Background: an optimization exercise with open tools, aiming at small area, a short achievable clock period and few clock cycles. Do not read the settings as production practice.
Where RTL was checked, it was by simulation tests only, not by an equivalence proof against the original.
Power is estimated from default activity; no workload was simulated.

Design neural, start of the top module:
module neural(input  logic clk, reset, run_inference,
              output logic ready,
              output logic [9:0] RAM_address,
              output logic [7:0] RAM_wd,
              output logic RAM_we,
              input  logic [7:0] RAM_rd);
  localparam logic [2:0] K_NONE = 3'd0, K_TWO = 3'd1, K_NS = 3'd2, K_SH = 3'd3,
                         K_IN = 3'd4, K_MAC = 3'd5;
  localparam logic [2:0] S_IDLE = 3'd0, S_INP = 3'd1, S_NODE = 3'd2,
                         S_SWITCH = 3'd3, S_DONE = 3'd4, S_WE = 3'd5;
  logic [2:0]  st;
  logic [1:0]  hc;             
  logic [2:0]  dk, pk, rk, mk;
  logic        vmac;
  logic [3:0]  A;              
  logic [4:0]  B;              
  logic [4:0]  Bn;             
  logic [2:0]  Lr;             
  logic [2:0]  s;              
  logic [9:0]  colbase;        
  logic [9:0]  nxtP;           
  logic        rb;             
  logic [4:0]  nj;             
  logic        ph;             
  logic [3:0]  pos;            
  logic        rowd;           
  logic        shpend;         
  logic        nspend;         
  logic        nsdone;         
  logic [3:0]  wc0, wc1;       
  logic [4:0]  dr;             
  logic        dbias, dfin, dlast, drb, doutl, dendl;
  logic [3:0]  pr, rr;
  ...
Size in the first run: roughly 420 flip-flops.
Settings: LEC_CHECK=0, CAP_MARGIN=20, CORE_MARGIN=2, CORE_UTILIZATION=40, CTS_BUF_LIST=sky130_fd_sc_hd__clkbuf_16, CTS_CLUSTER_DIAMETER=100, CTS_CLUSTER_SIZE=30, SLEW_MARGIN=20; clock period 20.0 ns.
standard.sh (not shown) runs the stock make flow with config.mk's settings and CLKGATE_MAP_FILE= SYNTH_SCRIPT=/design/flow/synth_recipe.tcl, a recipe that flattens the netlist after the stock synthesis.
==> flow/flow/run.sh <==
#!/bin/bash
# The standard layout, with faster port buffers than buffer_ports picks by default.
set -euo pipefail
export BUFFER_PORTS_ARGS="-buffer_cell sky130_fd_sc_hd__buf_4"
bash standard.sh > make_finish.log 2>&1
The baseline ran to the end with no violations.
Change:
--- a/flow/design.v
+++ b/flow/design.v
@@ -111,26 +111,28 @@
     shm = 16'hffff << sh;                  
     ovf = |((acc[17:7] ^ {11{acc[18]}}) & shm[10:0]);
     y8 = ovf ? (acc[18] ? 8'sh80 : 8'sh7f) : r8;
     y7 = acc[18] ? 7'd0 : (ovf ? 7'h7f : r8[6:0]);
   end
   wire [3:0] vj = vrb ? wc0 : wc1;
-  wire ge = ovf ? (~acc[18] | (mx == -8'sh80)) : ($signed(r8) >= mx);
-  wire signed [7:0] mx_n = ge ? y8 : mx;
-  wire [3:0] idx_n = ge ? vj : idx;
-  wire y8min = ovf ? acc[18] : (r8 == 8'h80);    
+  logic signed [7:0] yq;
+  logic [3:0]  wj;
+  logic        wv, wend;
+  wire ge = (yq >= mx);
+  wire signed [7:0] mx_n = ge ? yq : mx;
+  wire [3:0] idx_n = ge ? wj : idx;
   wire vdo = vmac && vlast;
   always_comb begin
     n_st = st; n_dk = K_NONE; n_A = A; n_B = B; n_s = s;
     n_nj = nj; n_dr = {1'b0, lowk}; n_colbase = colbase; n_rb = rb; n_ph = ph;
     n_shpend = shpend; n_nspend = nspend; n_nsdone = nsdone; n_pos = pos; n_rowd = rowd;
     n_wc0 = wc0; n_wc1 = wc1;
     n_dbias = 1'b0; n_dfin = 1'b0; n_dlast = 1'b0; n_drb = rb; n_doutl = ~hidden;
     n_dendl = 1'b0;
     n_ready = ready; n_we = 1'b0; n_addr = RAM_address;
-    n_wd = {4'd0, (mx == -8'sd128 && y8min) ? 4'd15 : idx_n};
+    n_wd = {4'd0, (mx == -8'sd128 && yq == -8'sd128) ? 4'd15 : idx_n};
     case (st)
       S_IDLE: begin
         n_ready = 1'b1;
         n_wc0 = 4'd0; n_nsdone = 1'b0;
         n_s = 3'd1; n_rb = 1'b0; n_wc1 = 4'd0; n_nj = 5'd0; n_ph = 1'b0; n_shpend = 1'b1;
       end
@@ -195,23 +197,25 @@
       default: ;
     endcase
     if (rk == K_IN) n_wc0 = n_wc0 + 4'd1;
     if (vdo) begin
       if (vrb) n_wc0 = wc0 + 4'd1; else n_wc1 = wc1 + 4'd1;
     end
-    if (vdo && voutl && vendl) begin
+    if (wend) begin
       n_we = 1'b1; n_addr = 10'd1023;
       n_st = S_WE;
     end
   end
   always_ff @(posedge clk or posedge reset) begin
     if (reset) begin
       st <= S_IDLE; hc <= 2'd0; dk <= K_NONE; pk <= K_NONE; rk <= K_NONE; mk <= K_NONE;
+      wv <= 1'b0; wend <= 1'b0;
       vmac <= 1'b0; ready <= 1'b0; RAM_we <= 1'b0; RAM_address <= 10'd0;
     end else begin
       st <= start ? S_INP : n_st; dk <= start ? K_TWO : n_dk; pk <= dk; rk <= pk; mk <= rk; vmac <= (mk == K_MAC);
+      wv <= vdo && voutl; wend <= vdo && voutl && vendl;
       hc <= start ? 2'd1 : (hc == 2'd0) ? 2'd0 : hc + 2'd1;
       ready <= !start && n_ready; RAM_we <= n_we; RAM_address <= start ? 10'd1 : n_addr;
     end
   end
   always_ff @(posedge clk) begin
     A <= n_A; B <= n_B; s <= n_s; nj <= n_nj; dr <= n_dr;
@@ -240,13 +244,14 @@
     end
     mbias <= rbias && rk == K_MAC; mlast <= rlast; mrb <= rrb; moutl <= routl; mendl <= rendl;
     acc <= (mbias ? 19'sd0 : acc) + 19'(bpp[0]) + (19'(bpp[1]) <<< 2) + (19'(bpp[2]) <<< 4)
            + (19'(bpp[3]) <<< 6) + bnegs;
     if (mk == K_SH || (mk == K_NS && Lr == 3'd2)) sh <= wq[3:0];
     vlast <= mlast; vrb <= mrb; voutl <= moutl; vendl <= mendl;
-    if (vdo && voutl) begin mx <= mx_n; idx <= idx_n; end
+    yq <= y8; wj <= vj;
+    if (wv) begin mx <= mx_n; idx <= idx_n; end
     if (st == S_IDLE) begin mx <= -8'sd128; idx <= 4'd0; end
   end
   wire inw = (rk == K_IN);
   wire hw  = vdo && !voutl;
   wire [7:0] xwd = inw ? RAM_rd : {1'b0, y7};
   always_ff @(posedge clk) begin
The changed run completed without violations.
Final area fell by about 0.44%.
Die area stays flat.
Critical path depth stays the same.
Sequential share of layout area rose by 1.4 points.
Total power rose by about 1.6%.
Register-to-register slack hardly moves.
Area after synthesis stays flat.
Wire length fell by 3.8%.
Cell count fell by about 1.6%.
Fmax barely changes.
Synthesized cell count fell by 2.1%.
Via count fell by 1.6%.
Testbench counts after the change, summed over its fixed seeds: cycles 32,766.
For the first run of this note, only the layout was checked, not whether the RTL still works.

==> re-timing with driven ports <==
In the flow no input, the clock included, has a driving cell. The finished layouts below were timed again as built, in two steps.
Step 1: set_driving_cell puts a clkbuf_16 on clk and a buf_2 on each other input, an assumption about the parent block.
Step 2 moves the port delays by t, midway between the first and last clock arrival at a register: inputs arrive t later, outputs are due t later. That takes back most of the time a late clock gives input paths.
Three values: no drivers, after step 1, after step 2; two values: the first two.
run | shift t [ns] | setup WS [ns] | clock arrival spread, ns | worst slew at a driven data input, ns | cell pins on the clock port's net
the first run | 0.622 | 14.855 / 14.793 / 14.959 | 0.052 / 0.052 | 0.04 | 1
the second run | 0.611 | 14.858 / 14.796 / 14.657 | 0.029 / 0.029 | 0.04 | 1
After both steps every run listed still meets setup and hold. For the second run, which loses most, drivers alone change the setup slack by -0.062 ns; drivers and shift together by -0.201 ns.
